This is an optimization exercise on Yosys and OpenROAD, whose aim is small area and a short achievable clock period, not a production implementation.
At most, simulation tests tie the RTL to the original design; equivalence was not proved.
The clock port is modelled as an ideal driver, which makes a skipped or thinned clock tree look cheaper than it is; a real chip needs a root buffer or a tree.

run A:
// encoder
module encoder (
    input clk,
    input rst_n,
    input [31:0] data_in,
    output logic [31:0] data_out
);
Size: ~1600 cells after synthesis, roughly 230 flip-flops, roughly 66 I/O pins.
export LEC_CHECK = 0
export CAP_MARGIN = 20
export CORE_MARGIN = 2
export CORE_UTILIZATION = 65
export SLEW_MARGIN = 20
create_clock -name core_clock -period 14.0 [get_ports {clk}]
standard.sh (not shown) runs the stock make flow with config.mk's settings and CLKGATE_MAP_FILE= SYNTH_SCRIPT=/design/flow/synth_recipe.tcl, a recipe that flattens the netlist after the stock synthesis.
==> flow/flow/run.sh <==
#!/bin/bash
# Standard layout, except: the synthesis maps with flow/abc_speed.script,
# the clock tree is flow/ctree.tcl's two-level tree, the ports get plain
# buffers, timing repair aims below the period, and the wire capacitance
# the placement-stage timing estimates use is scaled up by 1.3 (closer to
# the extracted values).
set -euo pipefail
rm -rf scripts_local
cp -r "$FLOW_HOME/scripts" scripts_local
cp flow/abc_speed.script scripts_local/abc_speed.script
sed -i 's|^log_cmd clock_tree_synthesis .*|source $::env(CTREE_TCL)|' scripts_local/cts.tcl
grep -q CTREE_TCL scripts_local/cts.tcl
python3 - "$FLOW_HOME/platforms/sky130hd/setRC.tcl" 1.3 > setRC_scaled.tcl <<'PY'
import re, sys
s = open(sys.argv[1]).read()
k = float(sys.argv[2])
print(re.sub(r'-capacitance ([0-9.Ee+-]+)', lambda m: '-capacitance %g' % (float(m.group(1)) * k), s))
PY
export LAYER_PARASITICS_FILE=$PWD/setRC_scaled.tcl
export CTREE_TCL=$PWD/flow/ctree.tcl
export CTREE_LEAF=20
export CTREE_BUF_LEAF=sky130_fd_sc_hd__clkbuf_16
export CTREE_BUF_TOP=sky130_fd_sc_hd__clkbuf_16
export SCRIPTS_DIR=$PWD/scripts_local
export BUFFER_PORTS_ARGS="-buffer_cell sky130_fd_sc_hd__buf_2"
export SETUP_SLACK_MARGIN=10.25
bash standard.sh > standard.log 2>&1
Other scripts of this flow, unchanged in this note and not shown: flow/flow/abc_speed.script, flow/flow/ctree.tcl
Input-level comparison between run R and run A:
--- a/flow/design.v
+++ b/flow/design.v
@@ -44,36 +44,37 @@
     logic [127:0] mp;
     logic [127:0] pnew;
     logic [3:0][7:0] rot;
     logic [3:0][7:0] rot_d;
     logic ptop_n;
     always_comb begin
         ptop_n = (vn != 6'd0) && (vn <= 6'd59);
         for (int j = 0; j < 4; j++) begin
             rot_d[j] = cat[j + 3 - un];
             if ((j == 0 && vn == 6'd0) || vn > 6'd59) rot_d[j] = 8'd0;
-            if (!ptop_n) rot_d[j] = rot_d[j] ^ pnew[8 * (15 - j) +: 8];
+            if (ptop_n) rot_d[j] = rot_d[j] ^ pnew[8 * (15 - j) +: 8];
         end
     end
     always_ff @(posedge clk) begin
-        rot <= rot_d;
+        if (!rst_n) rot <= '0;
+        else rot <= rot_d;
     end
-    logic first;
+    logic clr;
     always_ff @(posedge clk) begin
-        if (!rst_n) first <= 1'b0;
-        else first <= (vn == 6'd0);
+        if (!rst_n) clr <= 1'b1;
+        else clr <= (cnt_nxt == 8'd254);
     end
-    assign peff[127:96] = par[127:96];
-    assign peff[95:0] = first ? 96'd0 : par[95:0];
+    assign peff[127:64] = par[127:64];
+    assign peff[63:0] = clr ? 64'd0 : par[63:0];
     always_comb begin
         for (int e = 0; e < 4; e++)
-            fb[8 * e +: 8] = peff[8 * (12 + e) +: 8] ^ rot[3 - e];
+            fb[8 * e +: 8] = rot[3 - e];
         pnew = {peff[95:0], 32'd0} ^ mp;
     end
     logic [211:0] cx;
     assign cx[0] = fb[4] ^ fb[8];
     assign cx[1] = fb[3] ^ fb[21];
     assign cx[2] = fb[20] ^ fb[31];
     assign cx[3] = fb[9] ^ fb[23];
     assign cx[4] = fb[0] ^ fb[18];
     assign cx[5] = fb[5] ^ fb[28];
     assign cx[6] = fb[7] ^ fb[30];
==> results.txt <==
Of run R and run A, the run reporting the lower sequential cell count was run R. On run R: clock period minus worst slack is 0.0091 ns lower than what run A gave. Run R vs. run A: number of cells upsized or downsized after cts saw a decrease, final area decreased by 4.5% relative to the old numbers, share of the clock period used by the worst path after layout held steady, die height dropped 1.8%. Run A has a higher final non-filler cell total than run R. Relative to run A, number of cell instances on the worst register-to-register path has gone down in run R. Core utilization, run R and run A: higher on run A. | post-synthesis instance area | higher: run A |. The sequential cell area share of run R is higher than that of run A.
Only the layout flow was run in run A; the RTL was not checked for function there. No run of this note takes its clock network from TritonCTS; it comes from the design's own scripts or RTL.

---

encoder, a different RTL version from the one above (not shown whole).
For scale: ~1500 cells after synthesis, roughly 230 flip-flops, about 66 I/O pins.
==> flow/design.v (excerpt) <==
module encoder (
    input clk,
    input rst_n,
    input [31:0] data_in,
    output logic [31:0] data_out
);
    logic [7:0] cnt;              
    logic [7:0] cnt_nxt;
    logic [1:0] u, un;
    logic [5:0] v, vn;
    assign cnt_nxt = (cnt == 8'd254) ? 8'd0 : cnt + 8'd1;
    assign u = cnt[7:6];
    assign v = cnt[5:0];
    assign un = cnt_nxt[7:6];
    assign vn = cnt_nxt[5:0];
    always_ff @(posedge clk) begin
        if (!rst_n) cnt <= 8'd254;
        else cnt <= cnt_nxt;
    end
    logic ptop;
    always_ff @(posedge clk) begin
        if (!rst_n) ptop <= 1'b0;
        else ptop <= (vn != 6'd0) && (vn <= 6'd59);
    end
    logic acc;
    assign acc = (vn < 6'd59) || (vn == 6'd59 && un != 2'd3);
    logic [3:0][7:0] enc;
    always_ff @(posedge clk) begin
        enc[3] <= data_in[31:24];
        if (acc) enc[2:0] <= data_in[23:0];
    end
    logic [7:0] el [0:3];
    logic [7:0] cat [0:7];        
    always_comb begin
        for (int s = 0; s < 4; s++) begin
            el[s] = enc[3 - s];
            cat[s] = enc[3 - s];
            cat[s + 4] = data_in[31 - 8 * s -: 8];
        end
    end
    logic [3:0][7:0] rot;
    logic [3:0][7:0] rot_d;
    always_comb begin
        for (int j = 0; j < 4; j++) begin
            rot_d[j] = cat[j + 3 - un];
            if ((j == 0 && vn == 6'd0) || vn > 6'd59 || !rst_n) rot_d[j] = 8'd0;
        end
    end
    always_ff @(posedge clk) begin
        rot <= rot_d;
    end
    logic [127:0] par;            
    logic [127:0] peff;
    logic [31:0] fb;              
    logic [127:0] mp;
    logic [127:0] pnew;
    assign peff[127:96] = ptop ? par[127:96] : 32'd0;
    assign peff[95:64] = par[95:64];
    assign peff[63:0] = (cnt == 8'd254) ? 64'd0 : par[63:0];
    always_comb begin
        for (int e = 0; e < 4; e++)
            fb[8 * e +: 8] = peff[8 * (12 + e) +: 8] ^ rot[3 - e];
        pnew = {peff[95:0], 32'd0} ^ mp;
    end
    logic [208:0] cx;
    assign cx[0] = fb[4] ^ fb[21];
    assign cx[1] = fb[20] ^ fb[31];
    assign cx[2] = fb[9] ^ fb[23];
    assign cx[3] = fb[6] ^ fb[8];
    assign cx[4] = fb[5] ^ fb[28];
    assign cx[5] = fb[0] ^ fb[18];
    assign cx[6] = fb[7] ^ fb[30];
    assign cx[7] = fb[3] ^ fb[11];
    assign cx[8] = fb[1] ^ fb[19];
    assign cx[9] = fb[16] ^ fb[24];
  ...
==> flow/config.mk <==
export PLATFORM = sky130hd
export DESIGN_NAME = encoder
export DESIGN_NICKNAME = encoder
export VERILOG_FILES = /design/flow/design.v
export SDC_FILE = /design/flow/constraint.sdc
export NUM_CORES = 8
export LEC_CHECK = 0
export CAP_MARGIN = 20
export CORE_MARGIN = 2
export CORE_UTILIZATION = 65
export SLEW_MARGIN = 20
==> flow/constraint.sdc <==
create_clock -name core_clock -period 14.0 [get_ports {clk}]
set_input_delay 2.8000 -clock core_clock [delete_from_list [all_inputs] [get_ports {clk}]]
set_output_delay 2.8000 -clock core_clock [all_outputs]
set_load 0.01 [all_outputs]
==> flow/flow/run.sh <==
#!/bin/bash
# Standard layout, except: the synthesis maps with flow/abc_speed.script,
# the clock tree is flow/ctree.tcl's two-level tree, the ports get plain
# buffers, timing repair aims below the period, and the wire capacitance
# the placement-stage timing estimates use is scaled up by 1.3 (closer to
# the extracted values).
set -euo pipefail
rm -rf scripts_local
cp -r "$FLOW_HOME/scripts" scripts_local
cp flow/abc_speed.script scripts_local/abc_speed.script
sed -i 's|^log_cmd clock_tree_synthesis .*|source $::env(CTREE_TCL)|' scripts_local/cts.tcl
grep -q CTREE_TCL scripts_local/cts.tcl
python3 - "$FLOW_HOME/platforms/sky130hd/setRC.tcl" 1.3 > setRC_scaled.tcl <<'PY'
import re, sys
s = open(sys.argv[1]).read()
k = float(sys.argv[2])
print(re.sub(r'-capacitance ([0-9.Ee+-]+)', lambda m: '-capacitance %g' % (float(m.group(1)) * k), s))
PY
export LAYER_PARASITICS_FILE=$PWD/setRC_scaled.tcl
export CTREE_TCL=$PWD/flow/ctree.tcl
export CTREE_LEAF=20
export SCRIPTS_DIR=$PWD/scripts_local
export BUFFER_PORTS_ARGS="-buffer_cell sky130_fd_sc_hd__buf_2"
export SETUP_SLACK_MARGIN=10.3
bash standard.sh > standard.log 2>&1
Other scripts of this flow, unchanged in this note and not shown: flow/flow/abc_speed.script, flow/flow/ctree.tcl
Edit:
--- a/flow/design.v
+++ b/flow/design.v
@@ -11,58 +11,65 @@
     assign cnt_nxt = (cnt == 8'd254) ? 8'd0 : cnt + 8'd1;
     assign u = cnt[7:6];
     assign v = cnt[5:0];
     assign un = cnt_nxt[7:6];
     assign vn = cnt_nxt[5:0];
     always_ff @(posedge clk) begin
         if (!rst_n) cnt <= 8'd254;
         else cnt <= cnt_nxt;
     end
-    logic ptop;
+    logic acc;
+    logic [7:0] cnt_nxt2;
+    assign cnt_nxt2 = (cnt_nxt == 8'd254) ? 8'd0 : cnt_nxt + 8'd1;
     always_ff @(posedge clk) begin
-        if (!rst_n) ptop <= 1'b0;
-        else ptop <= (vn != 6'd0) && (vn <= 6'd59);
+        if (!rst_n) acc <= 1'b1;
+        else acc <= (cnt_nxt2[5:0] < 6'd59) || (cnt_nxt2[5:0] == 6'd59 && cnt_nxt2[7:6] != 2'd3);
     end
-    logic acc;
-    assign acc = (vn < 6'd59) || (vn == 6'd59 && un != 2'd3);
     logic [3:0][7:0] enc;
     always_ff @(posedge clk) begin
         enc[3] <= data_in[31:24];
         if (acc) enc[2:0] <= data_in[23:0];
     end
     logic [7:0] el [0:3];
     logic [7:0] cat [0:7];        
     always_comb begin
         for (int s = 0; s < 4; s++) begin
             el[s] = enc[3 - s];
             cat[s] = enc[3 - s];
             cat[s + 4] = data_in[31 - 8 * s -: 8];
         end
     end
+    logic [127:0] par;            
+    logic [127:0] peff;
+    logic [31:0] fb;              
+    logic [127:0] mp;
+    logic [127:0] pnew;
     logic [3:0][7:0] rot;
     logic [3:0][7:0] rot_d;
+    logic ptop_n;
     always_comb begin
+        ptop_n = (vn != 6'd0) && (vn <= 6'd59);
         for (int j = 0; j < 4; j++) begin
             rot_d[j] = cat[j + 3 - un];
-            if ((j == 0 && vn == 6'd0) || vn > 6'd59 || !rst_n) rot_d[j] = 8'd0;
+            if ((j == 0 && vn == 6'd0) || vn > 6'd59) rot_d[j] = 8'd0;
+            if (!ptop_n) rot_d[j] = rot_d[j] ^ pnew[8 * (15 - j) +: 8];
         end
     end
     always_ff @(posedge clk) begin
         rot <= rot_d;
     end
-    logic [127:0] par;            
-    logic [127:0] peff;
-    logic [31:0] fb;              
-    logic [127:0] mp;
-    logic [127:0] pnew;
-    assign peff[127:96] = ptop ? par[127:96] : 32'd0;
-    assign peff[95:64] = par[95:64];
-    assign peff[63:0] = (cnt == 8'd254) ? 64'd0 : par[63:0];
+    logic first;
+    always_ff @(posedge clk) begin
+        if (!rst_n) first <= 1'b0;
+        else first <= (vn == 6'd0);
+    end
+    assign peff[127:96] = par[127:96];
+    assign peff[95:0] = first ? 96'd0 : par[95:0];
     always_comb begin
         for (int e = 0; e < 4; e++)
             fb[8 * e +: 8] = peff[8 * (12 + e) +: 8] ^ rot[3 - e];
         pnew = {peff[95:0], 32'd0} ^ mp;
     end
     logic [208:0] cx;
     assign cx[0] = fb[4] ^ fb[21];
     assign cx[1] = fb[20] ^ fb[31];
     assign cx[2] = fb[9] ^ fb[23];
Result: The new run completed with no timing, DRC or antenna violations. Area after synthesis rises by a few percent. Clock skew rises by 0.0048 ns. Register-to-register slack gains 0.02 ns. Global-route usage falls by 4.2 points. Final area falls by a few percent. Final cell count rises by a few percent. Sequential cell count rises by 1. Worst hold slack stays flat. Worst setup slack gains 0.021 ns. Synthesized cell count rises by a few percent.
No run of this note takes its clock network from TritonCTS; it comes from the design's own scripts or RTL.

---

## north
Another version of the RTL of encoder (not shown whole).
For scale: roughly 1600 cells after synthesis, ~230 flip-flops, about 66 I/O pins, about 0.015 mm^2 of cells after synthesis.
==> flow/design.v (excerpt) <==
module encoder (
    input clk,
    input rst_n,
    input [31:0] data_in,
    output logic [31:0] data_out
);
clock: 14.0 ns
lec_check: 0
cap_margin: 20
core_margin: 2
core_utilization: 65
slew_margin: 20
==> flow/flow/run.sh <==
#!/bin/bash
# Standard layout, except: the synthesis maps with flow/abc_speed.script,
# the clock tree is flow/ctree.tcl's two-level tree, the ports get plain
# buffers, timing repair aims below the period, and the wire capacitance
# the placement-stage timing estimates use is scaled up by 1.3 (closer to
# the extracted values).
set -euo pipefail
rm -rf scripts_local
cp -r "$FLOW_HOME/scripts" scripts_local
cp flow/abc_speed.script scripts_local/abc_speed.script
sed -i 's|^log_cmd clock_tree_synthesis .*|source $::env(CTREE_TCL)|' scripts_local/cts.tcl
grep -q CTREE_TCL scripts_local/cts.tcl
python3 - "$FLOW_HOME/platforms/sky130hd/setRC.tcl" 1.3 > setRC_scaled.tcl <<'PY'
import re, sys
s = open(sys.argv[1]).read()
k = float(sys.argv[2])
print(re.sub(r'-capacitance ([0-9.Ee+-]+)', lambda m: '-capacitance %g' % (float(m.group(1)) * k), s))
PY
export LAYER_PARASITICS_FILE=$PWD/setRC_scaled.tcl
export CTREE_TCL=$PWD/flow/ctree.tcl
export CTREE_LEAF=20
export CTREE_BUF_LEAF=sky130_fd_sc_hd__clkbuf_16
export CTREE_BUF_TOP=sky130_fd_sc_hd__clkbuf_16
export SCRIPTS_DIR=$PWD/scripts_local
export BUFFER_PORTS_ARGS="-buffer_cell sky130_fd_sc_hd__buf_2"
export SETUP_SLACK_MARGIN=10.2
bash standard.sh > standard.log 2>&1
Other scripts of this flow, unchanged in this note and not shown: flow/flow/abc_speed.script, flow/flow/ctree.tcl
diff inputs: north => south
diff --git a/flow/design.v b/flow/design.v
--- a/flow/design.v
+++ b/flow/design.v
@@ -43,34 +43,34 @@
     logic [31:0] fb;              
     logic [127:0] mp;
     logic [127:0] pnew;
     logic [3:0][7:0] rot;
     logic [3:0][7:0] rot_d;
     logic ptop_n;
     always_comb begin
-        ptop_n = (vn != 6'd0) && (vn <= 6'd59) && rst_n;
+        ptop_n = (vn != 6'd0) && (vn <= 6'd59);
         for (int j = 0; j < 4; j++) begin
             rot_d[j] = cat[j + 3 - un];
-            if ((j == 0 && vn == 6'd0) || vn > 6'd59 || !rst_n) rot_d[j] = 8'd0;
-            if (!ptop_n) rot_d[j] = rot_d[j] ^ pnew[8 * (15 - j) +: 8];
+            if ((j == 0 && vn == 6'd0) || vn > 6'd59) rot_d[j] = 8'd0;
+            if (ptop_n) rot_d[j] = rot_d[j] ^ pnew[8 * (15 - j) +: 8];
         end
     end
     always_ff @(posedge clk) begin
         rot <= rot_d;
     end
-    logic clr;
+    logic first;
     always_ff @(posedge clk) begin
-        if (!rst_n) clr <= 1'b1;
-        else clr <= (cnt_nxt == 8'd254);
+        if (!rst_n) first <= 1'b0;
+        else first <= (vn == 6'd0);
     end
-    assign peff[127:64] = par[127:64];
-    assign peff[63:0] = clr ? 64'd0 : par[63:0];
+    assign peff[127:96] = par[127:96];
+    assign peff[95:0] = first ? 96'd0 : par[95:0];
     always_comb begin
         for (int e = 0; e < 4; e++)
-            fb[8 * e +: 8] = peff[8 * (12 + e) +: 8] ^ rot[3 - e];
+            fb[8 * e +: 8] = rot[3 - e];
         pnew = {peff[95:0], 32'd0} ^ mp;
     end
     logic [208:0] cx;
     assign cx[0] = fb[4] ^ fb[21];
     assign cx[1] = fb[20] ^ fb[31];
     assign cx[2] = fb[9] ^ fb[23];
     assign cx[3] = fb[6] ^ fb[8];
## What came out
- south against north; design area is down by a few percent.
- The sequential share of layout area of south and that of north are within noise of each other.
- south vs. north: period utilization lower, area fraction in and, or, nand and nor cells after synthesis went down by 0.32 points, non-filler instance count after layout moved down.
- Number of tap cells added at floorplan delta for south relative to north: about 9% lower
- Cmp south and north / met2 wirelength from detailed routing / lower: south
- south: full flow OK, the timing, DRC and antenna checks passed
- south: final worst setup slack higher than north
- south: count of buffering cells on the critical path with inverters included lower than north
- north ended up with sky130_fd_sc_hd__or2_4 as its slowest library cell on the worst path; south ended up with sky130_fd_sc_hd__dfxtp_1.
- Re overall die area: north was higher than south.
Only the layout flow was run in north; the RTL was not checked for function there. In every run of this note, the design's own scripts or RTL, not TritonCTS, make the clock network.

[separate check: timing with driven ports]
In the flow no input, the clock included, has a driving cell. The finished layouts below were timed again as built, in two steps.
Step 1 sets driving cells, clkbuf_16 on the clock port and buf_2 on the other inputs (assumed; they add their load-dependent delay and slew).
Step 2 times the ports against the registers' clock, not the clock port: input delays grow and output delays shrink by t, the midpoint of the rising clock arrivals with the driver on.
Three values: ideal ports, drivers, drivers and shift; two values: the first two.
run	t (ns)	slack for setup (ns)	slew at the worst register clock pin (ns)	cell pins on the clock port's net
run A	0.407	10.415 / 10.305 / 10.218	0.10 / 0.10	4
run R	0.426	10.425 / 10.299 / 10.292	0.10 / 0.10	4
the first run of note 2	0.421	10.380 / 10.259 / 10.137	0.10 / 0.10	4
the second run of note 2	0.417	10.401 / 10.286 / 10.311	0.10 / 0.10	4
north	0.408	10.353 / 10.310 / 10.033	0.10 / 0.10	4
south	0.424	10.413 / 10.289 / 10.146	0.11 / 0.11	4
After both steps every run listed still meets setup and hold. The setup slack of north, which loses most, moves by -0.043 ns with the drivers and by -0.320 ns with both steps.
